From an optimization exercise on the open Yosys and OpenROAD flow, aimed at small area; shortcuts taken in it are not production practice.
Function was checked by simulation only, so behaviour that the tests miss may differ from the original.
Power figures rest on the tool's default switching activity, not on a simulated workload.

[flow/flow/run.sh]
#!/bin/bash
# Standard ORFS layout, with the combinational logic of the standard synthesis re-mapped
# by ABC for area (registers untouched) and the smallest buffer on the ports.
set -euo pipefail
W=$(pwd)
R=$W/orfs/results/$FLOW_PLATFORM/ddk_core/base
export LIB=$FLOW_HOME/platforms/$FLOW_PLATFORM/lib/sky130_fd_sc_hd__tt_025C_1v80.lib

# 1. standard synthesis
bash standard.sh synth > $W/1_synth_standard.log 2>&1
cp $R/1_2_yosys.v $W/1_2_yosys_standard.v

# 2. area re-mapping of the combinational logic
python3 flow/comb_lib.py $LIB $W/comb.lib > $W/comb_lib.log 2>&1
export COMB_LIB=$W/comb.lib NETLIST_IN=$W/1_2_yosys_standard.v NETLIST_OUT=$W/1_2_yosys_remap.v STAT_OUT=$W/remap_stat.txt
DU=""
for c in $(sed -n '/DONT_USE_CELLS/,/^$/p' $FLOW_HOME/platforms/$FLOW_PLATFORM/config.mk | grep -o 'sky130_fd_sc_hd__[a-z0-9_]*'); do DU="$DU -dont_use $c"; done
export DONT_USE_ARGS="$DU"
yosys -c flow/remap.tcl > $W/remap.log 2>&1
cp $W/1_2_yosys_remap.v $R/1_2_yosys.v
touch $R/1_2_yosys.v

# 3. the rest of the standard flow on the re-mapped netlist
export BUFFER_PORTS_ARGS="-buffer_cell sky130_fd_sc_hd__buf_1"
bash standard.sh finish > $W/2_to_6_standard.log 2>&1
[flow/flow/comb_lib.py]
# Writes a copy of a liberty file with only its combinational cells (no ff, latch or
# statetable groups), so Yosys can read their functions while flip-flops stay black boxes.
import re, sys
lib = open(sys.argv[1]).read()
parts = re.split(r'(\n\s*cell\s*\()', lib)
keep = [parts[0]]
for i in range(1, len(parts), 2):
    c = parts[i] + parts[i + 1]
    if not re.search(r'\bff\s*\(|\blatch\s*\(|statetable', c):
        keep.append(c)
txt = ''.join(keep)
txt += '}\n' * (txt.count('{') - txt.count('}'))
open(sys.argv[2], 'w').write(txt)
[flow/flow/remap.tcl]
# Re-map the combinational logic of the standard synthesis netlist for area. Flip-flops are
# black boxes here, so every register keeps its instance name, cell type and connections.
yosys read_liberty -lib $::env(LIB)
yosys read_liberty -overwrite -ignore_miss_func $::env(COMB_LIB)
yosys read_verilog $::env(NETLIST_IN)
yosys hierarchy -top $::env(FLOW_TOP)
yosys flatten
yosys opt_clean
yosys abc -liberty $::env(LIB) {*}$::env(DONT_USE_ARGS) -script "+strash;dch;map -a;topo"
yosys read_liberty -lib -overwrite $::env(LIB)
yosys opt_clean -purge
yosys setundef -zero
yosys splitnets
yosys opt_clean -purge
yosys hilomap -singleton -hicell sky130_fd_sc_hd__conb_1 HI -locell sky130_fd_sc_hd__conb_1 LO
yosys insbuf -buf sky130_fd_sc_hd__buf_4 A X
yosys check -assert -mapped
yosys tee -o $::env(STAT_OUT) stat -liberty $::env(LIB)
yosys write_verilog -noattr -nohex -nodec $::env(NETLIST_OUT)
[flow/standard.sh]
#!/bin/bash
# synth_recipe.tcl (not shown) runs the flow's synth.tcl, then flattens the netlist and writes it again
# the make line also repeats each setting of config.mk as NAME=value (left out here)
make -C /OpenROAD-flow-scripts/flow DESIGN_CONFIG=/design/flow/config.mk WORK_HOME=/design/flow/orfs CLKGATE_MAP_FILE= SYNTH_SCRIPT=/design/flow/synth_recipe.tcl "${@:-finish}"
[flow/config.mk]
export PLATFORM = sky130hd
export DESIGN_NAME = ddk_core
export DESIGN_NICKNAME = ddk_core
export VERILOG_FILES = /design/flow/design.v
export SDC_FILE = /design/flow/constraint.sdc
export NUM_CORES = 4
export LEC_CHECK = 0
export CAP_MARGIN = 20
export CORE_MARGIN = 2
export CORE_UTILIZATION = 40
export PLACE_DENSITY = 0.6
export SLEW_MARGIN = 20
[flow/constraint.sdc]
create_clock -name core_clock -period 6.0 [get_ports {SysClk}]
set_input_delay 1.2000 -clock core_clock [delete_from_list [all_inputs] [get_ports {SysClk}]]
set_output_delay 1.2000 -clock core_clock [all_outputs]
set_load 0.01 [all_outputs]
[flow/design.v]
module ddk_core(
        input   wire  SysClk,
        input   wire  SysRst,
        output  reg   RX1,
        input   wire  DataClk,
        input   wire  DataWe,
        input   wire  [15:0]  DATA,
        input   wire  [5:0]    CH3_IN,
        output  wire  [5:0]    CH3_OUT,
        output  wire  [5:0]    CH3_OE,
        input   wire  [5:0]    CH4_IN,
        output  wire  [5:0]    CH4_OUT,
        output  wire  [5:0]    CH4_OE,
        input   wire  [5:0]    CH5_IN,
        output  wire  [5:0]    CH5_OUT,
        output  wire  [5:0]    CH5_OE,
        input   wire  [5:0]    CH6_IN,
        output  wire  [5:0]    CH6_OUT,
        output  wire  [5:0]    CH6_OE,
        input   wire  [5:0]    CH7_IN,
        output  wire  [5:0]    CH7_OUT,
        output  wire  [5:0]    CH7_OE,
        input   wire  [5:0]    CH8_IN);
reg dirty, clean, stb;
always @(posedge SysClk) begin
  dirty <= DataClk;
  clean <= dirty;
  stb   <= clean ^ dirty;
end
wire [7:0] adr  = DATA[15:8];
wire [7:0] wdat = DATA[7:0];
wire [3:0] hi   = adr[7:4];
wire [3:0] lo   = adr[3:0];
wire       wr   = stb & DataWe;
reg rd1, valid;
always @(posedge SysClk) begin
  if (SysRst) begin
    rd1   <= 1'b0;
    valid <= 1'b0;
  end else begin
    rd1   <= stb & ~DataWe;
    valid <= rd1;
  end
end
reg       cg_en;
reg       div_clk;
reg [7:0] div;
reg [7:0] periods;
wire      clka = div_clk & cg_en;
always @(posedge SysClk) begin
  if (SysRst) begin
    div     <= 8'd0;
    cg_en   <= 1'b0;
    div_clk <= 1'b0;
    periods <= 8'd0;
  end else begin
    periods <= periods + 1'b1;
    if (periods == div) begin
      periods <= 8'd0;
      div_clk <= ~div_clk;
    end
    if (wr && hi == 4'h8 && lo == 4'h0)
      cg_en <= wdat[0];
    if (wr && hi == 4'h8 && lo == 4'h1) begin
      div     <= wdat;
      periods <= 8'd0;
    end
  end
end
reg  [29:0]  ch_data;
reg  [29:0]  ch_oe;
reg  [149:0] conf;
wire [29:0]  ch_in  = {CH7_IN, CH6_IN, CH5_IN, CH4_IN, CH3_IN};
wire [29:0]  ch_out;
genvar p, q;
generate
  for (p = 0; p < 5; p = p + 1) begin : g_port
    wire sel = wr && hi == (p + 2);
    always @(posedge SysClk) begin
      if (SysRst) begin
        ch_data[p*6 +: 6]  <= 6'd0;
        ch_oe[p*6 +: 6]    <= 6'd0;
        conf[p*30 +: 30]   <= 30'd0;
      end else if (sel) begin
        if (lo == 4'h0) ch_data[p*6 +: 6] <= wdat[5:0];
        if (lo == 4'h1) ch_oe[p*6 +: 6]   <= wdat[5:0];
        if (lo == 4'h2) conf[p*30 +  0 +: 5] <= wdat[4:0];
        if (lo == 4'h3) conf[p*30 +  5 +: 5] <= wdat[4:0];
        if (lo == 4'h4) conf[p*30 + 10 +: 5] <= wdat[4:0];
        if (lo == 4'h5) conf[p*30 + 15 +: 5] <= wdat[4:0];
        if (lo == 4'h6) conf[p*30 + 20 +: 5] <= wdat[4:0];
        if (lo == 4'h7) conf[p*30 + 25 +: 5] <= wdat[4:0];
      end
    end
    for (q = 0; q < 6; q = q + 1) begin : g_pin
      wire [4:0] c = conf[p*30 + q*5 +: 5];
      assign ch_out[p*6 + q] = (c[4:1] != 4'd0) ? 1'b0 :
                               c[0] ? clka : ch_data[p*6 + q];
    end
  end
endgenerate
assign {CH7_OUT, CH6_OUT, CH5_OUT, CH4_OUT, CH3_OUT} = ch_out;
assign {CH7_OE,  CH6_OE,  CH5_OE,  CH4_OE,  CH3_OE}  = ch_oe;
reg  [1:3] rs_start, rs_stop;
reg        start, stop;
reg        force_rst;
reg        cnt_state;
reg [31:0] count;
wire       cnt_rst = SysRst | force_rst;
always @(posedge SysClk) begin
  start    <= rs_start[3] & ~rs_start[2];
  stop     <= rs_stop[3]  & ~rs_stop[2];
  rs_start <= {CH8_IN[0], rs_start[1:2]};
  rs_stop  <= {CH8_IN[1], rs_stop[1:2]};
end
always @(posedge SysClk) begin
  if (SysRst)
    force_rst <= 1'b0;
  else if (wr && hi == 4'h7 && lo == 4'h0)
    force_rst <= wdat[0];
end
always @(posedge SysClk) begin
  if (cnt_rst) begin
    cnt_state <= 1'b0;
    count     <= 32'd0;
  end else if (!cnt_state) begin
    if (start) begin
      count     <= 32'd0;
      cnt_state <= 1'b1;
    end
  end else begin
    count <= count + 1'b1;
    if (stop)
      cnt_state <= 1'b0;
  end
end
reg [7:0] rdat;
integer k;
always @(*) begin
  rdat = 8'd0;
  for (k = 0; k < 5; k = k + 1) begin
    if (hi == k + 2 && !lo[3]) begin
      case (lo[2:0])
        3'd0: rdat[5:0] = ch_in[k*6 +: 6];
        3'd1: rdat[5:0] = ch_oe[k*6 +: 6];
        3'd2: rdat[4:0] = conf[k*30 +  0 +: 5];
        3'd3: rdat[4:0] = conf[k*30 +  5 +: 5];
        3'd4: rdat[4:0] = conf[k*30 + 10 +: 5];
        3'd5: rdat[4:0] = conf[k*30 + 15 +: 5];
        3'd6: rdat[4:0] = conf[k*30 + 20 +: 5];
        default: rdat[4:0] = conf[k*30 + 25 +: 5];
      endcase
    end
  end
  if (hi == 4'h7) begin
    case (lo)
      4'h0: rdat[0] = cnt_rst;
      4'h1: rdat = count[7:0];
      4'h2: rdat = count[15:8];
      4'h3: rdat = count[23:16];
      4'h4: rdat = count[31:24];
      default: rdat = 8'd0;
    endcase
  end
  if (hi == 4'h8) begin
    if (lo == 4'h0) rdat[0] = cg_en;
    if (lo == 4'h1) rdat = div;
  end
end
function [11:0] enc;
  input [7:0] a;
  input [7:0] d;
  reg [3:0] h, l;
  begin
    h = a[7:4];
    l = a[3:0];
    if (h >= 4'h2 && h <= 4'h6 && !l[3]) begin
      if (l[2:1] == 2'b00)
        enc = {2'b10, h[2:0], l[0], d[5:0]};
      else if (h == 4'h6)
        enc = {2'b11, l[2:1], 2'b00, l[0], d[4:0]};
      else
        enc = {2'b11, h[2], h[0], l[2:0], d[4:0]};
    end else if (h == 4'h7 && l <= 4'h4)
      enc = {1'b0, l[2:0], d};
    else if (h == 4'h8 && l[3:1] == 3'b000)
      enc = {1'b0, 2'b11, l[0], d};
    else
      enc = {1'b0, 3'b101, a};
  end
endfunction
function [16:0] dec;    
  input [11:0] e;
  reg [4:0] c;
  begin
    c = e[9:5];
    if (e[11:10] == 2'b11) begin
      if (c[2:1] == 2'b00)
        dec = {1'b1, 4'h6, 1'b0, c[4:3], c[0], 3'b000, e[4:0]};
      else
        dec = {1'b1, 1'b0, c[4], ~c[4], c[3], 1'b0, c[2:0], 3'b000, e[4:0]};
    end else if (e[11:10] == 2'b10)
      dec = {1'b1, 1'b0, e[9:7], 3'b000, e[6], 2'b00, e[5:0]};
    else if (e[10:8] == 3'b101)
      dec = {1'b0, e[7:0], 8'd0};
    else if (e[10:9] == 2'b11)
      dec = {1'b1, 4'h8, 3'b000, e[8], e[7:0]};
    else
      dec = {1'b1, 4'h7, 1'b0, e[10:8], e[7:0]};
  end
endfunction
reg [5:0]  wptr, rptr;
reg [11:0] qe;
reg [1:0]  rf_state;
reg [1:0]  rot;
reg        pw, pr;
wire empty = (wptr == rptr);
wire full  = (wptr[4:0] == rptr[4:0]) && (wptr[5] != rptr[5]);
wire fifo_re = (rf_state == 2'd0) && !empty;
wire fifo_we = valid && !full;
wire [4:0] ws = wptr[4:0] - 1'b1;    
wire [4:0] rs = rptr[4:0] - 1'b1;    
wire ins    = pw && (rot + ws[4:3] == 2'd3);
wire ld     = pr && (rot + rs[4:3] == 2'd3);
wire bypass = pw && (ws == rptr[4:0]);
reg [11:0] rd_e;
always @(posedge SysClk)
  if (stb)
    rd_e <= enc(adr, rdat);
reg [95:0] r0, r1, r2, r3;
genvar b;
generate
  for (b = 0; b < 8; b = b + 1) begin : g_bank
    always @(posedge SysClk) begin
      r0[b*12 +: 12] <= (ins && ws[2:0] == b) ? rd_e : r3[b*12 +: 12];
      r1[b*12 +: 12] <= r0[b*12 +: 12];
      r2[b*12 +: 12] <= r1[b*12 +: 12];
      r3[b*12 +: 12] <= r2[b*12 +: 12];
    end
  end
endgenerate
wire [11:0] tap = r3[rs[2:0]*12 +: 12];
always @(posedge SysClk)
  rot <= rot + 1'b1;
always @(posedge SysClk) begin
  if (SysRst) begin
    wptr <= 6'd0;
    rptr <= 6'd0;
    pw   <= 1'b0;
    pr   <= 1'b0;
  end else begin
    if (ins)
      pw <= 1'b0;
    if (fifo_we) begin
      wptr <= wptr + 1'b1;
      pw   <= 1'b1;
    end
    if (ld) begin
      pr <= 1'b0;
      qe <= tap;
    end
    if (fifo_re) begin
      rptr <= rptr + 1'b1;
      if (bypass)
        qe <= rd_e;
      else
        pr <= 1'b1;
    end
  end
end
wire [16:0] qd = dec(qe);
reg  tx_en;
wire tx_rdy;
always @(posedge SysClk) begin
  if (SysRst) begin
    rf_state <= 2'd0;
    tx_en    <= 1'b0;
  end else begin
    tx_en <= 1'b0;
    case (rf_state)
      2'd0: if (fifo_re) rf_state <= 2'd1;
      default:
        if (!tx_en && tx_rdy) begin
          tx_en    <= 1'b1;
          rf_state <= rf_state + 1'b1;
        end
    endcase
  end
end
wire [7:0] tx_byte = (rf_state == 2'd2) ? 8'd0 :
                     (rf_state == 2'd3) ? qd[15:8] : qd[7:0];
reg [7:0] tx_sh;
reg [1:0] u_state;
reg [2:0] bit_cnt;
reg [8:0] etu_cnt;
wire      etu_full = (etu_cnt == 9'd434);
assign    tx_rdy = (u_state == 2'd0);
always @(posedge SysClk) begin
  if (SysRst) begin
    u_state <= 2'd0;
    RX1     <= 1'b1;
  end else begin
    etu_cnt <= etu_cnt + 1'b1;
    case (u_state)
      2'd0:
        if (tx_en) begin
          RX1     <= 1'b0;
          tx_sh   <= tx_byte;
          u_state <= 2'd1;
          etu_cnt <= 9'd0;
          bit_cnt <= 3'd0;
        end
      2'd1:
        if (etu_full) begin
          etu_cnt <= 9'd0;
          bit_cnt <= bit_cnt + 1'b1;
          RX1     <= (rf_state == 2'd2 && bit_cnt == 3'd0) ? qd[16] : tx_sh[0];
          tx_sh   <= {tx_sh[0], tx_sh[7:1]};
          if (bit_cnt == 3'd7)
            u_state <= 2'd2;
        end
      2'd2:
        if (etu_full) begin
          etu_cnt <= 9'd0;
          RX1     <= 1'b1;
          u_state <= 2'd3;
        end
      default:
        if (etu_full) begin
          etu_cnt <= 9'd0;
          u_state <= 2'd0;
        end
    endcase
  end
end
endmodule
==> notes.md, run 1 <==
Max transition margin 19.6%; total vias in the final route between 20,000 and 25,000; f_max 220 MHz; data arrival at the endpoint of the critical path roughly 5000 ps; 1st-pass router iterations 6; worst-margin pin slew 1210 ps; quantity of I/O buffers inserted on ports 112; routed vias/inst 5.43; Mapped Cells 2,744; number of global-route vias before repair ~20,000; count of hold-fix buffers inserted at cts 0; number of antenna violations at the first check in global routing 3; buffer type at the clock tree root sky130_fd_sc_hd__clkbuf_16; layout-stage area growth over the synthesis result 16.0%; layout cells sized above 1 6.22%; cell depth of the worst min-delay path 0; met3 track demand over resource 4.27%; critical path launch point type input pin; Starting Density 40.5%; synth warn 1; Hold Path Class reg2reg; Reg2Reg Setup Slack approximately 2600 ps; met1 Resource Use GR slightly above 30%; Post-CTS Repair Setup Buffers 0; GRT overflow 0; final setup vio count 0; fill count 5,893; H-tree levels 3; number of nets in the final layout about 3,000; post-cts sizing count 0; average footprint of a synthesized cell 9.11 µm²; non-filler cells, final between 3,000 and 4,000; GR Util All Layers 23.9%; maximum number of pins on one net before global-route repair between 100 and 150; static power due to leakage 10.1 nW; dpl hpwl approximately 51 mm; path depth of the worst reg2reg path 16; register area 15,000 µm²; net count of the mapped netlist 2,800; end of the worst hold path r2[77]; largest fanout on the critical path 13; count of nets left with antenna violations after detail routing 0; fraction of met2 tracks used by global routing between 30% and 40%; core area around 60,000 µm²; CTS tree done; post-route setup TNS 0 ps; wire length of the first global-routing pass ~120 mm; critical register-to-register path endpoint count[25]; global routing's busiest layer met2; crit path capture type register; DRC violation total after the first TritonRoute iteration 1,874; max-slew violation total from the final report 0; area of the multi-input gates 8460 µm²; run status complete, no violations; endpoints failing hold 0; netlist area before placement 25,000 µm²; die width around 250 µm; TritonCTS buffer count between 70 and 80; total number of clock tree sinks between 700 and 800; Max Cap Violations 0; worst endpoint required time 6490 ps; floorplan die area 64,500 µm²; vertical extent of the die 254 µm; routed wire length per instance 20.4 µm; clk latency of the worst-skew pair about 640 ps; Fin Clk Skew 30.4 ps; Hold Startpoint r1[77]; Final min period between 4000 and 5000 ps; routability congestion estimate from global placement a little under 1; number of rows in the core area 91; setup repair after global routing missed its margin no; Worst Setup Path Type in2reg; maximum clock insertion buffer count 3; DRT Wirelength 77.9 mm; Tcrit/Tclk final around three quarters; Clock transition at path regs 60 ps; r2r startpoint cnt_state; worst vdd rail ir drop between 200 and 300 µV; Power per Cell Area 376 nW/µm²; I/O Pins about 120; count of unresolved DRC violations after routing 0; Inst Count DP 3,674
critical path: stages:
cell                       delay (ps)
sky130_fd_sc_hd__buf_1            150
sky130_fd_sc_hd__clkinv_1         440
sky130_fd_sc_hd__buf_4            380
sky130_fd_sc_hd__nor2_1           150
sky130_fd_sc_hd__clkinv_1         110
sky130_fd_sc_hd__nor2_1           200
sky130_fd_sc_hd__clkinv_1         460
sky130_fd_sc_hd__nor2_1           510
sky130_fd_sc_hd__clkinv_1         290
sky130_fd_sc_hd__nor2_1           350
sky130_fd_sc_hd__clkinv_1         370
sky130_fd_sc_hd__nand2_1          320
sky130_fd_sc_hd__nor2_1            90
power breakdown:
part / internal, W / total, W / switching, W
registers: 0.00508 / 0.00520 / 0.000122
logic: 0.000244 / 0.000884 / 0.000640
clock network: 0.00280 / 0.00481 / 0.00201
sequential cells by signal, summed over array words and instances, names as in the netlist, 12 cells and up:
name     flops
rd_e        12
r0          96
r1          96
conf       150
ch_oe       30
r3          96
ch_data     30
qe          12
r2          96
count       32
how the worst max path moves through the flow:
stage	to	slack, ps	startpoint	depth (start not counted)
final	periods[7]	1460	DATA[8]	13
after detailed placement	periods[6]	1020	DATA[8]	13
after global placement	periods[6]	1190	DATA[8]	13
after floorplan	etu_cnt[0]	1620	SysRst	1
after global routing	periods[7]	1340	DATA[8]	13
after CTS	periods[6]	1650	DATA[8]	13
metal layers:
layer	up-vias	wire, µm
li1	9856	-
met1	9778	33200
met2	847	35100
met3	237	5690
met4	4	3920
met5	-	25
metrics by stage:
stage | cell area [µm²] | util (%) | power (W) | hold slack (ps) | setup slack, ps
global route | 29000 | 47.0 | 0.0113 | 311 | 1340
detailed placement | 26400 | 42.7 | 0.00618 | 312 | 1020
global placement | 26400 | 42.7 | 0.00616 | 310 | 1190
CTS | 29000 | 47.0 | 0.0110 | 308 | 1650
floorplan | 25000 | - | 0.00578 | 310 | 1620
finish | 29000 | 47.0 | 0.0109 | 309 | 1460
area by class of cell:
cell class              count  share of cell area, %
well taps                 837                   3.61
repair buffers            153                   2.56
multi-input cells        1648                   29.2
inverters                 311                   4.03
flip-flops and latches    725                   51.6
clock inverters            28                   1.22
diodes                      2                 0.0173
clock buffers             110                   7.83
layout by cell type (no fill, tap or decap), types with 4 or more instances in the layout:
master	count
sky130_fd_sc_hd__a2111oi_0	33
sky130_fd_sc_hd__a211oi_1	55
sky130_fd_sc_hd__a21oi_1	195
sky130_fd_sc_hd__a221oi_1	19
sky130_fd_sc_hd__a22oi_1	74
sky130_fd_sc_hd__a31oi_1	16
sky130_fd_sc_hd__a32o_1	4
sky130_fd_sc_hd__a32oi_1	5
sky130_fd_sc_hd__buf_1	106
sky130_fd_sc_hd__buf_4	40
sky130_fd_sc_hd__clkbuf_1	12
sky130_fd_sc_hd__clkbuf_16	78
sky130_fd_sc_hd__clkbuf_2	6
sky130_fd_sc_hd__clkbuf_8	20
sky130_fd_sc_hd__clkinv_1	310
sky130_fd_sc_hd__clkinv_16	4
sky130_fd_sc_hd__clkinv_2	14
sky130_fd_sc_hd__dfxtp_1	681
sky130_fd_sc_hd__edfxtp_1	44
sky130_fd_sc_hd__inv_4	4
sky130_fd_sc_hd__nand2_1	212
sky130_fd_sc_hd__nand3_1	35
sky130_fd_sc_hd__nand4_1	8
sky130_fd_sc_hd__nor2_1	416
sky130_fd_sc_hd__nor3_1	51
sky130_fd_sc_hd__nor4_1	6
sky130_fd_sc_hd__o2111ai_1	9
sky130_fd_sc_hd__o211ai_1	42
sky130_fd_sc_hd__o21ai_0	377
sky130_fd_sc_hd__o221ai_1	12
sky130_fd_sc_hd__o22ai_1	22
sky130_fd_sc_hd__o31ai_1	9
sky130_fd_sc_hd__xnor2_1	14
sky130_fd_sc_hd__xor2_1	10
==> run 2: changes to the inputs <==
--- a/flow/design.v
+++ b/flow/design.v
@@ -23,2 +23,14 @@
         input   wire  [5:0]    CH8_IN);
+function [31:0] inc32;
+  input [31:0] v;
+  integer i;
+  reg c;
+  begin
+    c = 1'b1;
+    for (i = 0; i < 32; i = i + 1) begin
+      inc32[i] = v[i] ^ c;
+      c = c & v[i];
+    end
+  end
+endfunction
 reg dirty, clean, stb;
@@ -56,3 +68,3 @@
   end else begin
-    periods <= periods + 1'b1;
+    periods <= inc32({24'd0, periods});
     if (periods == div) begin
@@ -131,3 +143,3 @@
   end else begin
-    count <= count + 1'b1;
+    count <= inc32(count);
     if (stop)
--- a/flow/flow/run.sh
+++ b/flow/flow/run.sh
@@ -2,3 +2,4 @@
 # Standard ORFS layout, with the combinational logic of the standard synthesis re-mapped
-# by ABC for area (registers untouched) and the smallest buffer on the ports.
+# by ABC for area (registers untouched; the smallest of a few ABC scripts is kept) and the
+# smallest buffer on the ports.
 set -euo pipefail
@@ -14,9 +15,27 @@
 python3 flow/comb_lib.py $LIB $W/comb.lib > $W/comb_lib.log 2>&1
-export COMB_LIB=$W/comb.lib NETLIST_IN=$W/1_2_yosys_standard.v NETLIST_OUT=$W/1_2_yosys_remap.v STAT_OUT=$W/remap_stat.txt
 DU=""
 for c in $(sed -n '/DONT_USE_CELLS/,/^$/p' $FLOW_HOME/platforms/$FLOW_PLATFORM/config.mk | grep -o 'sky130_fd_sc_hd__[a-z0-9_]*'); do DU="$DU -dont_use $c"; done
-export DONT_USE_ARGS="$DU"
-yosys -c flow/remap.tcl > $W/remap.log 2>&1
-cp $W/1_2_yosys_remap.v $R/1_2_yosys.v
+export DONT_USE_ARGS="$DU" COMB_LIB=$W/comb.lib NETLIST_IN=$W/1_2_yosys_standard.v
+SCRIPTS=(
+  "strash;dch;map -a;topo"
+  "strash;dch;map -a;strash;dch;map -a"
+  "strash;dch;map -a;strash;dch;map -a;strash;dch;map -a"
+  "strash;dc2;dc2;dc2;dch -f;map -a"
+  "strash;dch -f;amap"
+)
+best=""; best_area=""
+for i in "${!SCRIPTS[@]}"; do
+  export ABC_SCRIPT="${SCRIPTS[$i]}" NETLIST_OUT=$W/remap_$i.v STAT_OUT=$W/remap_stat_$i.txt
+  if yosys -c flow/remap.tcl > $W/remap_$i.log 2>&1; then
+    a=$(grep -i "chip area" $STAT_OUT | grep -o '[0-9.]*$')
+    echo "script $i ($ABC_SCRIPT): $a" >> $W/remap_choice.log
+    if [[ -z "$best" ]] || python3 -c "import sys; sys.exit(0 if $a < $best_area else 1)"; then
+      best=$i; best_area=$a
+    fi
+  fi
+done
+echo "chosen: $best ($best_area)" >> $W/remap_choice.log
+cp $W/remap_$best.v $R/1_2_yosys.v
 touch $R/1_2_yosys.v
+rm -f $W/comb.lib
 
--- a/flow/flow/remap.tcl
+++ b/flow/flow/remap.tcl
@@ -7,4 +7,6 @@
 yosys flatten
+# names made from the flattened cells' pins are internal, so nets keep their netlist names
+yosys rename -hide w:*.*
 yosys opt_clean
-yosys abc -liberty $::env(LIB) {*}$::env(DONT_USE_ARGS) -script "+strash;dch;map -a;topo"
+yosys abc -liberty $::env(LIB) {*}$::env(DONT_USE_ARGS) -script "+$::env(ABC_SCRIPT)"
 yosys read_liberty -lib -overwrite $::env(LIB)
--- a/flow/config.mk
+++ b/flow/config.mk
@@ -9,4 +9,7 @@
 export CORE_MARGIN = 2
-export CORE_UTILIZATION = 40
-export PLACE_DENSITY = 0.6
+export CORE_UTILIZATION = 60
+export CTS_BUF_LIST = sky130_fd_sc_hd__clkbuf_16
+export CTS_CLUSTER_DIAMETER = 100
+export CTS_CLUSTER_SIZE = 24
+export PLACE_DENSITY = 0.75
 export SLEW_MARGIN = 20
==> run 2 against run 1 <==
Global-route usage up 9.3 points. Non-clock buffer count grew 6. Register-to-register slack got worse by 450 ps. Combinational power is 9.4% lower. Final cell count down 15%. Die area decreased by 36%. Clock skew rose by 2.7 ps. Critical endpoint is now CH3_OUT[4].
==> notes.md, run 2 <==
critical path, cell by cell nand2_1 > buf_4 > a2111oi_0 > buf_1; number of global-route vias before repair 19,038 (-4.1%); final setup vio count 0 (unchanged); register containing the most flip-flops in the final layout conf; critical register-to-register path endpoint r0[91]; count of unresolved DRC violations after routing 0 (unchanged); count of hold-fix buffers inserted at cts 0 (unchanged); fin area 26,400 µm² (-9.1%); Hold Startpoint r2[22]; total power 0.00857 W (-21%); Post-CTS Repair Setup Buffers 0 (unchanged); Mapped Cells 2,500 (-8.9%); crit path capture type output port; layout cells sized above 1 4.68% (-1.5 points); CTS tree done; Hold Path Class reg2reg; layout-stage area growth over the synthesis result 10.7%; cell depth of the worst min-delay path 0 (unchanged); placed inst area 25,300 µm² (-4.1%); most frequent standard cell in the layout excluding fill and tap cells sky130_fd_sc_hd__dfxtp_1; quantity of I/O buffers inserted on ports 112 (unchanged); average footprint of a synthesized cell 9.53 µm² (+4.6%); end of the worst hold path r3[22]; max-slew violation total from the final report 0 (unchanged); setup repair after global routing missed its margin no; net count of the mapped netlist 2,556 (-8.7%); core area 39,500 µm² (-36%); path depth of the worst reg2reg path 11 (-5); fill count 3,267 (-45%); buffer type at the clock tree root sky130_fd_sc_hd__clkbuf_16; Tcrit/Tclk final 68.8% (-6.9 points); maximum clock insertion buffer count 3 (unchanged); number of antenna violations at the first check in global routing 1 (-2); routability congestion estimate from global placement 0.990 (+1.9%); Fin Clk Skew 33.2 ps (+2.71 ps); largest fanout on the critical path 16 (+3); kind of cell with the highest combined delay on the critical path compound AO/OA/AOI/OAI gates; static power due to leakage 9.44 nW (-6.4%); floorplan die area 41,300 µm² (-36%); routed wire length per instance 21.5 µm (+5.3%); r2r startpoint wptr[1]; Power per Cell Area 325 nW/µm² (-13%); Max Cap Violations 0 (unchanged); Reg2Reg Setup Slack 2180 ps (-450 ps); vertical extent of the die 203 µm (-20%); count of nets left with antenna violations after detail routing 0 (unchanged); TritonCTS buffer count 36 (-52%); GRT overflow 0 (unchanged); total vias in the final route 19,777 (-4.6%); dpl hpwl 45.5 mm (-11%); Starting Density 60.4% (+20 points); critical path launch point type register; netlist area before placement 23,800 µm² (-4.7%); Worst Setup Path Type reg2out; routed vias/inst 6.10 (+12%); H-tree levels 2 (-1); post-cts sizing count 0 (unchanged); critical path buffer and inverter count 2 (-5); data arrival at the endpoint of the critical path 2930 ps (-2100 ps); Final min period 4130 ps (-411 ps); final standard cell utilization of the core 66.8% (+20 points); Clock transition at path regs 100 ps (+40 ps); endpoints failing hold 0 (unchanged); number of rows in the core area 73 (-20%); final worst setup slack 1870 ps (+411 ps); synth warn 1 (unchanged); flip-flop count of the largest register, all copies and words added 150 (unchanged); total number of clock tree sinks 725 (unchanged); Max transition margin 19.6% (+0.035 points); number of nets in the final layout 2,753 (-7.3%); worst vdd rail ir drop 193 µV (-23%); Crit path largest cell delay 720 ps (+210 ps); I/O Pins 117 (unchanged); GR Util All Layers 33.2% (+9.3 points); worst-margin pin slew 1200 ps (-3.90 ps); run status complete, no violations; f_max 242 MHz (+10%); 1st-pass router iterations 7 (+1); worst endpoint required time 4800 ps (-1690 ps); DRT Wirelength 69.7 mm (-11%); DRC violation total after the first TritonRoute iteration 1,822 (-2.8%); worst setup slack before clock tree synthesis 1580 ps (+561 ps); wire length of the first global-routing pass 107 mm (-9.0%); leading cell types in the layout, fill and taps excluded sky130_fd_sc_hd__dfxtp_1, sky130_fd_sc_hd__o21ai_0, sky130_fd_sc_hd__a21oi_1; post-route setup TNS 0 ps (unchanged); die width 203 µm (-20%); clk latency of the worst-skew pair 600 ps (-40 ps); cell with the biggest individual delay on the critical path sky130_fd_sc_hd__a2111oi_0; maximum number of pins on one net before global-route repair 110 (-11%)
run 2: power by group:
part           switching, W  total (W)  leakage, nW  internal [W]
registers         0.0000631    0.00504         5.92       0.00498
clock network       0.00154    0.00273        0.567       0.00119
logic              0.000588   0.000801         2.96      0.000213
run 2: how the worst max path moves through the flow:
stage,from,endpoint,slack (ps),cells after the start
floorplan,SysRst,etu_cnt[0],980,1
global route,div_clk,CH3_OUT[4],1840,4
CTS,div_clk,CH3_OUT[4],1990,4
detailed placement,DATA[10],conf[101],1580,12
global placement,DATA[9],periods[6],1620,13
finish,div_clk,CH3_OUT[4],1870,4
run 2: worst reg2reg max path: cells and delay by family, from the launching register on:
kind,cells,cell delay [ps]
simple gates,4,1570
compound gates,4,1420
flops,1,360
buf+inv,3,360
run 2: area by class of cell:
class                           count  area, µm²  share of cell area (%)
Timing Repair Buffer              159        773                    2.93
Inverter                          163        617                    2.34
Antenna cell                        1       2.50                 0.00949
Multi-Input combinational cell   1612       8300                    31.5
Clock inverter                     18        140                   0.531
Tap cell                          525        657                    2.49
Clock buffer                       37        926                    3.51
Sequential cell                   725      15000                    56.7
run 2: per-stage QoR:
step	hold WS [ps]	cells
finish	324	3240
global route	327	3239
CTS	323	3239
detailed placement	312	3184
global placement	310	3184
floorplan	310	2500
run 2: per-layer routing:
| metal | vias to the layer above | wire, µm | GRT usage, % |
|---|---|---|---|
| met1 | 9272 | 28200 | 41.8 |
| li1 | 9321 | - | - |
| met2 | 948 | 31600 | 53.8 |
| met4 | 0 | 3860 | 17.4 |
| met5 | - | 0 | 0 |
| met3 | 236 | 6050 | 7.33 |
==> run 3: changes to the inputs <==
--- a/flow/config.mk
+++ b/flow/config.mk
@@ -7,5 +7,5 @@
 export LEC_CHECK = 0
-export CAP_MARGIN = 20
+export CAP_MARGIN = 0
 export CORE_MARGIN = 2
-export CORE_UTILIZATION = 60
+export CORE_UTILIZATION = 40
 export CTS_BUF_LIST = sky130_fd_sc_hd__clkbuf_16
@@ -13,3 +13,3 @@
 export CTS_CLUSTER_SIZE = 24
-export PLACE_DENSITY = 0.75
-export SLEW_MARGIN = 20
+export PLACE_DENSITY = 0.6
+export SLEW_MARGIN = 0
==> run 3 against run 2 <==
Still clean on timing, DRC and antenna. Sequential power is essentially flat. Routed wire length rose by 4.7%. Synthesized area unchanged. Combinational power increased by 2%. Sequential share of layout area shrank 0.61 points. Clock skew down 6.8 ps. Core utilization fell by 22 points. Critical path type is now in2reg. Largest cell class unchanged. Largest power group unchanged.
==> notes.md, run 3 <==
f_max 250 MHz (+3.1%); netlist area before placement 23,800 µm² (unchanged); leading cell types in the layout, fill and taps excluded sky130_fd_sc_hd__dfxtp_1, sky130_fd_sc_hd__o21ai_0, sky130_fd_sc_hd__a21oi_1; Power per Cell Area 320 nW/µm² (-1.6%); dpl hpwl 47.6 mm (+4.5%); buffer type at the clock tree root sky130_fd_sc_hd__clkbuf_16; Fin Clk Skew 26.4 ps (-6.80 ps); CTS tree done; Final min period 4000 ps (-125 ps); Hold Path Class reg2reg; core area 58,900 µm² (+49%); static power due to leakage 9.43 nW (-0.15%); number of nets in the final layout 2,759 (+0.22%); quantity of I/O buffers inserted on ports 112 (unchanged); 1st-pass router iterations 5 (-2); critical path, cell by cell buf_1 > clkinv_1 > buf_4 > nor2_1 > clkinv_1 > nor2_1 > clkinv_1 > nor2_1 > clkinv_1 > nor2_1 > o21ai_0 > a21oi_1; DRC violation total after the first TritonRoute iteration 1,961 (+7.6%); final worst setup slack 2000 ps (+125 ps); worst setup slack before clock tree synthesis 1550 ps (-26.0 ps); Max Cap Violations 0 (unchanged); total power 0.00853 W (-0.49%); Max transition margin 24.6% (+5.0 points); met2 wire length 33.0 mm (+4.5%); count of hold-fix buffers inserted at cts 0 (unchanged); worst vdd rail ir drop 348 µV (+80%); endpoints failing hold 0 (unchanged); cell with the biggest individual delay on the critical path sky130_fd_sc_hd__nor2_1; final setup vio count 0 (unchanged); Worst Setup Path Type in2reg; area of the multi-input gates 8290 µm² (about the same); number of global-route vias before repair 18,791 (-1.3%); Starting Density 40.5% (-20 points); net count of the mapped netlist 2,556 (unchanged); Mapped Cells 2,500 (unchanged); crit path capture type register; worst hold slack across all endpoints 317 ps (-6.87 ps); Crit path largest cell delay 650 ps (-70 ps); run status complete, no violations; post-cts sizing count 0 (unchanged); total vias in the final route 19,589 (-0.95%); routability congestion estimate from global placement 0.969 (-2.1%); count of nets left with antenna violations after detail routing 0 (unchanged); number of rows in the core area 89 (+22%); setup repair after global routing missed its margin no; critical path buffer and inverter count 6 (+4); GR Util All Layers 23.4% (-9.8 points); critical path launch point type input pin; H-tree levels 2 (unchanged); maximum number of pins on one net before global-route repair 154 (+40%); Clock transition at path regs 100 ps (about the same); kind of cell with the highest combined delay on the critical path simple AND/OR/NAND/NOR gates; r2r startpoint count[0]; TritonCTS buffer count 36 (unchanged); register containing the most flip-flops in the final layout conf; flip-flop count of the largest register, all copies and words added 150 (unchanged); GRT overflow 0 (unchanged); worst endpoint required time 6530 ps (+1730 ps); DRT Wirelength 72.9 mm (+4.7%); data arrival at the endpoint of the critical path 4530 ps (+1600 ps); worst-margin pin slew 1130 ps (-71.2 ps); routed wire length per instance 20.9 µm (-2.8%); wire length of the first global-routing pass 111 mm (+3.6%); vertical extent of the die 248 µm (+22%); die width 248 µm (+22%); layout cells sized above 1 4.68% (about the same); largest fanout on the critical path 11 (-5); total number of clock tree sinks 725 (unchanged); average footprint of a synthesized cell 9.53 µm² (unchanged); layout-stage area growth over the synthesis result 11.9%; post-route setup TNS 0 ps (unchanged); number of antenna violations at the first check in global routing 1 (unchanged); maximum clock insertion buffer count 3 (unchanged); routed vias/inst 5.61 (-8.0%); floorplan die area 61,500 µm² (+49%); I/O Pins 117 (unchanged); synth warn 1 (unchanged); most frequent standard cell in the layout excluding fill and tap cells sky130_fd_sc_hd__dfxtp_1; Hold Startpoint r0[82]; Tcrit/Tclk final 66.7% (-2.1 points); Metal-1 WL 31.2 mm (+10%); worst setup path start DATA[10]; fill count 5,629 (+72%); highest metal layer with signal wires met4; max-slew violation total from the final report 0 (unchanged); Post-CTS Repair Setup Buffers 0 (unchanged); count of unresolved DRC violations after routing 0 (unchanged); met3 routed wirelength 5.29 mm (-13%); register area 15,000 µm² (unchanged); clk latency of the worst-skew pair 600 ps (about the same)
## run 3: routing by layer
metal  up-vias  GRT usage, %
met4         0          11.1
met2       802          38.1
li1       9325             -
met1      9271          30.2
met5         -             0
met3       191          4.07
## run 3: worst paths after layout
path,to,slack (ps),cells past startpoint
worst min-delay path,r1[82],320,0
worst max-delay path,conf[40],2000,12
worst max register to register,count[31],2650,13
worst min register to register,r1[82],320,0
## run 3: power by group
| group | total (W) | leakage, nW | switching, W | internal [W] |
|---|---|---|---|---|
| combinational | 0.000814 | 2.98 | 0.000607 | 0.000206 |
| sequential | 0.00505 | 5.92 | 0.0000705 | 0.00498 |
| clock | 0.00266 | 0.524 | 0.00155 | 0.00111 |
## run 3: worst reg2reg max path: cells and delay by family, from the launching register on
family / cells / cell delay [ps]
AND/OR/NAND/NOR: 10 / 2400
flip-flops: 1 / 400
AO/OA/AOI/OAI: 2 / 340
buffers and inverters: 1 / 130
## run 3: layout make-up
cell class | instances | area share [%]
clock inverters | 14 | 0.376
flip-flops and latches | 725 | 56.1
well taps | 773 | 3.63
diodes | 1 | 0.00939
multi-input cells | 1612 | 31.1
inverters | 163 | 2.31
repair buffers | 165 | 3.07
clock buffers | 36 | 3.38
## run 3: metrics by stage
| stage | std cells | util (%) | area, µm² |
|---|---|---|---|
| after floorplan | 2500 | - | 23800 |
| after global placement | 3438 | 43.5 | 25700 |
| after detailed placement | 3438 | 43.5 | 25700 |
| after CTS | 3488 | 45.2 | 26700 |
| after global routing | 3489 | 45.2 | 26700 |
| final | 3489 | 45.2 | 26700 |
==> run 4: changes to the inputs <==
--- a/flow/config.mk
+++ b/flow/config.mk
@@ -7,3 +7,3 @@
 export LEC_CHECK = 0
-export CAP_MARGIN = 0
+export CAP_MARGIN = 20
 export CORE_MARGIN = 2
@@ -14,2 +14,2 @@
 export PLACE_DENSITY = 0.6
-export SLEW_MARGIN = 0
+export SLEW_MARGIN = 20
==> run 4 against run 3 <==
Critical endpoint is now conf[42]. Register-to-register slack is essentially flat. Via count decreased by 0.11%. Global-route usage unchanged. Combinational power about the same. Total power about the same. Sequential share of layout area about the same. Synthesized area stayed put. Setup slack worse by 36 ps. Highest routed layer unchanged.
==> notes.md, run 4 <==
fin area 26,700 µm² (about the same); count of unresolved DRC violations after routing 0 (unchanged); count of nets left with antenna violations after detail routing 0 (unchanged); buffer type at the clock tree root sky130_fd_sc_hd__clkbuf_16; total number of clock tree sinks 725 (unchanged); DRT Wirelength 72.9 mm (-0.13%); Fin Clk Skew 24.6 ps (-1.72 ps); critical register-to-register path endpoint count[31]; non-filler cells, final 3,490 (+0.029%); wire length of the first global-routing pass 111 mm (unchanged); global routing's busiest layer met2; critical path launch point type input pin; number of global-route vias before repair 18,791 (unchanged); routability congestion estimate from global placement 0.969 (unchanged); total power 0.00852 W (about the same); met3 track demand over resource 4.07% (unchanged); vertical extent of the die 248 µm (unchanged); worst vdd rail ir drop 348 µV (about the same); Tcrit/Tclk final 67.3% (+0.60 points); post-route setup TNS 0 ps (unchanged); worst setup path start DATA[10]; core area 58,900 µm² (unchanged); number of rows in the core area 89 (unchanged); layout-stage area growth over the synthesis result 11.9% (about the same); Power per Cell Area 320 nW/µm² (about the same); count of hold-fix buffers inserted at cts 0 (unchanged); post-cts sizing count 0 (unchanged); Max Cap Violations 0 (unchanged); total vias in the final route 19,568 (-0.11%); net count of the mapped netlist 2,556 (unchanged); Worst Setup Path Type in2reg; setup repair after global routing missed its margin no; GRT overflow 0 (unchanged); Max transition margin 30.4% (+5.8 points); H-tree levels 2 (unchanged); met1 Resource Use GR 30.2% (unchanged); average footprint of a synthesized cell 9.53 µm² (unchanged); final setup vio count 0 (unchanged); run status complete, no violations; floorplan die area 61,500 µm² (unchanged); clk latency of the worst-skew pair 600 ps (about the same); static power due to leakage 9.43 nW (about the same); maximum number of pins on one net before global-route repair 154 (unchanged); worst-margin pin slew 1040 ps (-91.0 ps); synth warn 1 (unchanged); I/O Pins 117 (unchanged); Mapped Cells 2,500 (unchanged); f_max 248 MHz (-0.90%); end point of the critical path conf[42]; final standard cell utilization of the core 45.3% (about the same); Clock transition at path regs 100 ps (about the same); TritonCTS buffer count 36 (unchanged); endpoints failing hold 0 (unchanged); Post-CTS Repair Setup Buffers 0 (unchanged); die width 248 µm (unchanged); number of antenna violations at the first check in global routing 1 (unchanged); routed wire length per instance 20.9 µm (-0.16%); quantity of I/O buffers inserted on ports 112 (unchanged); leading cell types in the layout, fill and taps excluded sky130_fd_sc_hd__dfxtp_1, sky130_fd_sc_hd__o21ai_0, sky130_fd_sc_hd__a21oi_1; Reg2Reg Setup Slack 2660 ps (about the same); 1st-pass router iterations 5 (unchanged); max-slew violation total from the final report 0 (unchanged); maximum clock insertion buffer count 3 (unchanged); crit path capture type register; GR Util All Layers 23.4% (unchanged); fill count 5,629 (unchanged); number of nets in the final layout 2,760 (+0.036%); placed inst area 25,700 µm² (unchanged); largest fanout on the critical path 11 (unchanged); fraction of met2 tracks used by global routing 38.1% (unchanged); Inst Count DP 3,438 (unchanged); layout cells sized above 1 4.71% (+0.035 points); worst endpoint required time 6530 ps (about the same); path depth of the worst reg2reg path 13 (unchanged); Final min period 4040 ps (+36.2 ps); Starting Density 40.5% (unchanged); netlist area before placement 23,800 µm² (unchanged); flip-flop count of the largest register, all copies and words added 150 (unchanged); r2r startpoint count[0]; CTS tree done; Hold Path Class reg2reg; DRC violation total after the first TritonRoute iteration 1,937 (-1.2%); register containing the most flip-flops in the final layout conf; data arrival at the endpoint of the critical path 4570 ps (+40 ps); dpl hpwl 47.6 mm (unchanged); routed vias/inst 5.61 (-0.14%); most frequent standard cell in the layout excluding fill and tap cells sky130_fd_sc_hd__dfxtp_1
-- run 4: how the worst min path moves through the flow --
stage | to | cells past startpoint | from | slack (ps)
2_1_floorplan | r1[0] | 0 | r0[0] | 310
3_3_place_gp | r1[51] | 0 | r0[51] | 310
3_5_place_dp | r3[75] | 0 | r2[75] | 310
4_1_cts | r3[20] | 0 | r2[20] | 320
5_1_grt | r1[82] | 0 | r0[82] | 330
6_report | r1[82] | 0 | r0[82] | 320
-- run 4: worst max-delay path, cell delays in order --
cell	delay [ps]
sky130_fd_sc_hd__buf_1	110
sky130_fd_sc_hd__clkinv_1	60
sky130_fd_sc_hd__buf_4	200
sky130_fd_sc_hd__nor2_1	150
sky130_fd_sc_hd__clkinv_1	280
sky130_fd_sc_hd__nor2_1	670
sky130_fd_sc_hd__clkinv_1	140
sky130_fd_sc_hd__nor2_1	210
sky130_fd_sc_hd__clkinv_1	550
sky130_fd_sc_hd__nor2_1	660
sky130_fd_sc_hd__o21ai_0	150
sky130_fd_sc_hd__a21oi_1	170
-- run 4: area by class of cell --
class	count	area (µm²)	area share [%]
multi-input cells	1612	8290	31.1
well taps	773	967	3.63
diodes	1	2.50	0.00939
flip-flops and latches	725	15000	56.1
clock inverters	14	100	0.375
clock buffers	36	901	3.38
inverters	163	617	2.31
repair buffers	166	823	3.09
-- run 4: power by group --
part           internal (W)  switching [W]
clock               0.00111        0.00154
sequential          0.00498      0.0000705
combinational      0.000208       0.000606
-- run 4: metal layers --
layer | wire length, µm | vias to the layer above
met4 | 3570 | 0
met2 | 33000 | 801
met1 | 30800 | 9258
met3 | 5470 | 190
met5 | 0 | -
li1 | - | 9319
-- run 4: stage by stage --
stage               worst slack, ps  hold WS, ps
finish                         1960          319
global route                   1760          326
CTS                            2170          324
detailed placement             1550          312
global placement               1630          310
floorplan                       977          310
==> run 5: changes to the inputs <==
--- a/flow/config.mk
+++ b/flow/config.mk
@@ -10,3 +10,3 @@
 export CORE_UTILIZATION = 40
-export CTS_BUF_LIST = sky130_fd_sc_hd__clkbuf_16
+export CTS_BUF_LIST = sky130_fd_sc_hd__clkbuf_16 sky130_fd_sc_hd__clkbuf_8
 export CTS_CLUSTER_DIAMETER = 100
==> run 5 against run 4 <==
Still clean on timing, DRC and antenna. Hold slack is the same. Sequential power is essentially flat. Sequential share of layout area is the same. First-iteration DRC count is the same. Setup slack is the same. Critical path depth is the same. Synthesized cell count is the same. Clock power is essentially flat. Largest cell class unchanged. Largest power group unchanged.
==> notes.md, run 5 <==
number of nets in the final layout 2,760 (unchanged); proportion of total power due to net switching 26.1% (unchanged); Fin Clk Skew 24.6 ps (unchanged); Hold Startpoint r0[82]; die width 248 µm (unchanged); GRT overflow 0 (unchanged); buffer type at the clock tree root sky130_fd_sc_hd__clkbuf_16; setup repair after global routing missed its margin no; synth warn 1 (unchanged); area of the multi-input gates 8290 µm² (unchanged); post-cts sizing count 0 (unchanged); clk latency of the worst-skew pair 600 ps (about the same); critical register-to-register path endpoint count[31]; data arrival at the endpoint of the critical path 4570 ps (about the same); Power per Cell Area 320 nW/µm² (unchanged); CTS tree done; netlist area before placement 23,800 µm² (unchanged); count of nets left with antenna violations after detail routing 0 (unchanged); GR Util All Layers 23.4% (unchanged); f_max 248 MHz (unchanged); critical path, cell by cell buf_1 > clkinv_1 > buf_4 > nor2_1 > clkinv_1 > nor2_1 > clkinv_1 > nor2_1 > clkinv_1 > nor2_1 > o21ai_0 > a21oi_1; count of unresolved DRC violations after routing 0 (unchanged); final worst setup slack 1960 ps (unchanged); DRT Wirelength 72.9 mm (unchanged); number of antenna violations at the first check in global routing 1 (unchanged); path depth of the worst reg2reg path 13 (unchanged); static power due to leakage 9.43 nW (unchanged); routed wire length per instance 20.9 µm (unchanged); layout-stage area growth over the synthesis result 11.9% (unchanged); leading cell types in the layout, fill and taps excluded sky130_fd_sc_hd__dfxtp_1, sky130_fd_sc_hd__o21ai_0, sky130_fd_sc_hd__a21oi_1; TritonCTS buffer count 36 (unchanged); most frequent standard cell in the layout excluding fill and tap cells sky130_fd_sc_hd__dfxtp_1; post-route setup TNS 0 ps (unchanged); quantity of I/O buffers inserted on ports 112 (unchanged); fill count 5,629 (unchanged); core area 58,900 µm² (unchanged); Max Cap Violations 0 (unchanged); total number of clock tree sinks 725 (unchanged); end of the worst hold path r1[82]; H-tree levels 2 (unchanged); floorplan die area 61,500 µm² (unchanged); run status complete, no violations; maximum number of pins on one net before global-route repair 154 (unchanged); worst setup slack before clock tree synthesis 1550 ps (unchanged); I/O Pins 117 (unchanged); worst endpoint required time 6530 ps (about the same); fin area 26,700 µm² (unchanged); Max transition margin 30.4% (unchanged); total vias in the final route 19,568 (unchanged); critical path buffer and inverter count 6 (unchanged); cell with the biggest individual delay on the critical path sky130_fd_sc_hd__nor2_1; Reg2Reg Setup Slack 2660 ps (about the same); Clk pwr share 31.2% (about the same); vertical extent of the die 248 µm (unchanged); dpl hpwl 47.6 mm (unchanged); worst-margin pin slew 1040 ps (unchanged); register containing the most flip-flops in the final layout conf; Tcrit/Tclk final 67.3% (unchanged); Clock transition at path regs 100 ps (about the same); Psw 0.00222 W (unchanged); layout cells sized above 1 4.71% (unchanged); cell depth of the worst min-delay path 0 (unchanged); max-slew violation total from the final report 0 (unchanged); count of hold-fix buffers inserted at cts 0 (unchanged); DRC violation total after the first TritonRoute iteration 1,937 (unchanged); net count of the mapped netlist 2,556 (unchanged); r2r startpoint count[0]; routed vias/inst 5.61 (unchanged); Sequential Power Share 59.3% (about the same); register area 15,000 µm² (unchanged); crit path capture type register; Mapped Cells 2,500 (unchanged); number of rows in the core area 89 (unchanged); maximum clock insertion buffer count 3 (unchanged); final setup vio count 0 (unchanged); average footprint of a synthesized cell 9.53 µm² (unchanged); part of the power in combinational logic 9.6% (about the same); Post-CTS Repair Setup Buffers 0 (unchanged); routability congestion estimate from global placement 0.969 (unchanged); placed inst area 25,700 µm² (unchanged); Worst Setup Path Type in2reg; number of global-route vias before repair 18,791 (unchanged); internal portion of total power 0.00630 W (unchanged); Hold Path Class reg2reg; endpoints failing hold 0 (unchanged); critical path launch point type input pin; largest fanout on the critical path 11 (unchanged); Starting Density 40.5% (unchanged); 1st-pass router iterations 5 (unchanged); flip-flop count of the largest register, all copies and words added 150 (unchanged); wire length of the first global-routing pass 111 mm (unchanged); kind of cell with the highest combined delay on the critical path simple AND/OR/NAND/NOR gates; worst vdd rail ir drop 348 µV (unchanged); Final min period 4040 ps (unchanged); Crit path largest cell delay 670 ps (about the same)
[run 5: area by class of cell]
cell class                      instances  area share [%]
Clock buffer                           36            3.38
Antenna cell                            1         0.00939
Clock inverter                         14           0.375
Inverter                              163            2.31
Tap cell                              773            3.63
Timing Repair Buffer                  166            3.09
Sequential cell                       725            56.1
Multi-Input combinational cell       1612            31.1
[run 5: stage by stage]
| stage | hold WS, ps | cells | power (W) | utilization (%) |
|---|---|---|---|---|
| 3_5_place_dp | 312 | 3438 | 0.00597 | 43.5 |
| 4_1_cts | 324 | 3488 | 0.00858 | 45.2 |
| 3_3_place_gp | 310 | 3438 | 0.00595 | 43.5 |
| 5_1_grt | 326 | 3490 | 0.00884 | 45.3 |
| 2_1_floorplan | 310 | 2500 | 0.00560 | - |
| 6_report | 319 | 3490 | 0.00852 | 45.3 |
[run 5: power groups by stage]
stage | Sequential, W | Combinational [W] | Clock (W)
floorplan | 0.00514 | 0.000468 | 0
global placement | 0.00516 | 0.000793 | 0
detailed placement | 0.00516 | 0.000805 | 0
CTS | 0.00505 | 0.000809 | 0.00272
global route | 0.00506 | 0.000891 | 0.00289
finish | 0.00505 | 0.000814 | 0.00266
[run 5: worst max path at each step]
stage / end / startpoint / cells after the start
2_1_floorplan: etu_cnt[0] / SysRst / 1
3_3_place_gp: conf[71] / DATA[10] / 12
3_5_place_dp: conf[104] / DATA[10] / 12
4_1_cts: conf[104] / DATA[10] / 12
5_1_grt: conf[44] / DATA[10] / 12
6_report: conf[42] / DATA[10] / 12
[run 5: per-layer routing]
layer | vias to the layer above | GRT usage (%) | wire length (µm) | share of wire, %
met2 | 801 | 38.1 | 33000 | 45
met3 | 190 | 4.07 | 5470 | 7.5
met4 | 0 | 11.1 | 3570 | 4.9
met5 | - | 0 | 0 | 0
met1 | 9258 | 30.2 | 30800 | 42
li1 | 9319 | - | - | -
[run 5: worst reg2reg max path, delay by kind of cell, from the launching register on]
| kind | cells | cell delay (ps) |
|---|---|---|
| compound gates | 2 | 340 |
| flops | 1 | 400 |
| buf+inv | 1 | 130 |
| simple gates | 10 | 2390 |
==> run 6: changes to the inputs <==
--- a/flow/config.mk
+++ b/flow/config.mk
@@ -9,7 +9,8 @@
 export CORE_MARGIN = 2
-export CORE_UTILIZATION = 40
-export CTS_BUF_LIST = sky130_fd_sc_hd__clkbuf_16 sky130_fd_sc_hd__clkbuf_8
+export CORE_UTILIZATION = 50
+export CTS_BUF_LIST = sky130_fd_sc_hd__clkbuf_16
 export CTS_CLUSTER_DIAMETER = 100
-export CTS_CLUSTER_SIZE = 24
-export PLACE_DENSITY = 0.6
+export CTS_CLUSTER_SIZE = 28
+export GPL_TIMING_DRIVEN = 0
+export PLACE_DENSITY = 0.7
 export SLEW_MARGIN = 20
==> run 6 against run 5 <==
Still clean. Synthesized area stayed put. Global-route usage is 3.7 points higher. Non-clock buffer count is 33 lower. Cell area is 1.1% lower. Critical endpoint is now ch_oe[29].
==> notes.md, run 6 <==
Power per Cell Area 316 nW/µm² (-1.1%); routed vias/inst 5.98 (+6.6%); vertical extent of the die 222 µm (-10%); layout-stage area growth over the synthesis result 10.6%; worst-margin pin slew 1210 ps (+173 ps); worst vdd rail ir drop 196 µV (-44%); Starting Density 51.0% (+11 points); average footprint of a synthesized cell 9.53 µm² (unchanged); cell with the biggest individual delay on the critical path sky130_fd_sc_hd__nor2_1; count of unresolved DRC violations after routing 0 (unchanged); leading cell types in the layout, fill and taps excluded sky130_fd_sc_hd__dfxtp_1, sky130_fd_sc_hd__o21ai_0, sky130_fd_sc_hd__a21oi_1; fill count 4,209 (-25%); quantity of I/O buffers inserted on ports 112 (unchanged); total number of clock tree sinks 725 (unchanged); number of rows in the core area 79 (-11%); number of nets in the final layout 2,721 (-1.4%); netlist area before placement 23,800 µm² (unchanged); synth warn 1 (unchanged); run status complete, no violations; most frequent standard cell in the layout excluding fill and tap cells sky130_fd_sc_hd__dfxtp_1; number of global-route vias before repair 18,554 (-1.3%); post-route setup TNS 0 ps (unchanged); number of antenna violations at the first check in global routing 0 (-1); worst endpoint required time 6580 ps (+50 ps); largest fanout on the critical path 14 (+3); critical path, cell by cell buf_1 > clkinv_1 > nor2_1 > clkinv_1 > nor2_1 > clkinv_1 > nor2_1 > o21ai_0 > a21oi_1; GRT overflow 0 (unchanged); TritonCTS buffer count 30 (-17%); H-tree levels 1 (-1); Max transition margin 18.5% (-12 points); Clock transition at path regs 120 ps (+20 ps); static power due to leakage 9.30 nW (-1.3%); Reg2Reg Setup Slack 2260 ps (-400 ps); DRC violation total after the first TritonRoute iteration 1,861 (-3.9%); endpoints failing hold 0 (unchanged); post-cts sizing count 1 (+1); Post-CTS Repair Setup Buffers 0 (unchanged); max-slew violation total from the final report 0 (unchanged); dpl hpwl 46.4 mm (-2.4%); 1st-pass router iterations 6 (+1); setup repair after global routing missed its margin no; total vias in the final route 19,633 (+0.33%); data arrival at the endpoint of the critical path 6430 ps (+1860 ps); CTS tree done; register area 15,000 µm² (unchanged); DRT Wirelength 69.3 mm (-4.9%); count of nets left with antenna violations after detail routing 0 (unchanged); layout cells sized above 1 3.96% (-0.75 points); crit path capture type register; routed wire length per instance 21.1 µm (+1.1%); Max Cap Violations 0 (unchanged); Tcrit/Tclk final 97.5% (+30 points); Worst Setup Path Type in2reg; wire length of the first global-routing pass 106 mm (-4.6%); floorplan die area 49,400 µm² (-20%); register containing the most flip-flops in the final layout conf; placed inst area 25,500 µm² (-0.76%); maximum number of pins on one net before global-route repair 113 (-27%); clk latency of the worst-skew pair 660 ps (+60 ps); antenna cells 0 (-1); Crit path largest cell delay 950 ps (+280 ps); f_max 171 MHz (-31%); die width 222 µm (-10%); Inst Count DP 3,237 (-5.8%); core area 46,800 µm² (-21%); I/O Pins 117 (unchanged); flip-flop count of the largest register, all copies and words added 150 (unchanged); Hold Path Class reg2reg; critical path launch point type input pin; Fin Clk Skew 31.7 ps (+7.07 ps); area of the multi-input gates 8330 µm² (+0.42%); routability congestion estimate from global placement 0.976 (+0.66%); net count of the mapped netlist 2,556 (unchanged); GR Util All Layers 27.1% (+3.7 points); Final min period 5850 ps (+1810 ps); Mapped Cells 2,500 (unchanged); non-filler cells, final 3,284 (-5.9%); fin area 26,400 µm² (-1.1%); maximum clock insertion buffer count 3 (unchanged); final setup vio count 0 (unchanged); buffer type at the clock tree root sky130_fd_sc_hd__clkbuf_16; count of hold-fix buffers inserted at cts 0 (unchanged)
-- run 6: stage by stage --
stage	utilization, %	total power [W]	setup WS [ps]	hold WS (ps)
2_1_floorplan	-	0.00560	977	310
3_3_place_gp	53.5	0.00590	-2760	310
3_5_place_dp	54.4	0.00601	-842	312
4_1_cts	56.3	0.00836	75.3	323
5_1_grt	56.4	0.00861	166	321
6_report	56.4	0.00833	148	319
-- run 6: layer usage --
| metal | part of all wire (%) | track usage (%) |
|---|---|---|
| met5 | 0 | 0 |
| met3 | 7.9 | 3.58 |
| met4 | 5.7 | 14.2 |
| met2 | 45 | 44.4 |
| met1 | 41 | 35.2 |
-- run 6: report_power, final --
group / total (W) / internal [W] / switching [W]
combinational: 0.000860 / 0.000253 / 0.000607
clock: 0.00242 / 0.000929 / 0.00149
sequential: 0.00505 / 0.00498 / 0.0000703
total: 0.00833 / 0.00616 / 0.00217
-- run 6: final cells by class --
type,instances,area share [%]
sequential,725,56.7
multi-input combinational,1612,31.6
inverter,163,2.36
clock buffer,30,2.85
timing repair buffer,133,3.18
clock inverter,14,0.394
tap,607,2.88
-- run 6: worst paths after layout --
kind            from   endpoint  cells after the start
max          DATA[8]  ch_oe[29]                      9
min           r0[31]     r1[31]                      0
max reg2reg  wptr[1]     r0[67]                     11
min reg2reg   r0[31]     r1[31]                      0
-- run 6: critical path, delay by kind of cell --
family / cells / cell delay [ps]
AND/OR/NAND/NOR: 3 / 2330
buffers and inverters: 4 / 2570
AO/OA/AOI/OAI: 2 / 320

-- re-timing with driven ports --
How much do the figures lean on ideal ports? The routed layouts below were timed once more, with nothing changed but the port constraints. Step 1 assumes that a clkbuf_16 drives the clock port and a buf_2 every other input. Step 2 times the ports against the registers' clock, not the clock port: input delays grow and output delays shrink by t, the midpoint of the rising clock arrivals with the driver on. Three values: ideal, step 1, step 2; two values: the first two.
| run | t (ns) | setup slack, ns | slew at the worst register clock pin (ns) | pins driven straight from the clock port |
|---|---|---|---|---|
| run 1 | 0.686 | 1.460 / 1.495 / 0.809 | 0.07 / 0.07 | 1 |
| run 2 | 0.643 | 1.872 / 1.811 / 1.430 | 0.10 / 0.10 | 1 |
| run 3 | 0.647 | 1.996 / 2.033 / 1.387 | 0.10 / 0.10 | 1 |
| run 4 | 0.647 | 1.960 / 1.997 / 1.351 | 0.10 / 0.10 | 1 |
| run 5 | 0.647 | 1.960 / 1.997 / 1.351 | 0.10 / 0.10 | 1 |
| run 6 | 0.704 | 0.148 / 0.182 / -0.522 | 0.12 / 0.12 | 1 |
Met with ideal ports but missed after step 2: setup timing in run 6. For run 6, which loses most, drivers alone change the setup slack by +0.034 ns; drivers and shift together by -0.670 ns.
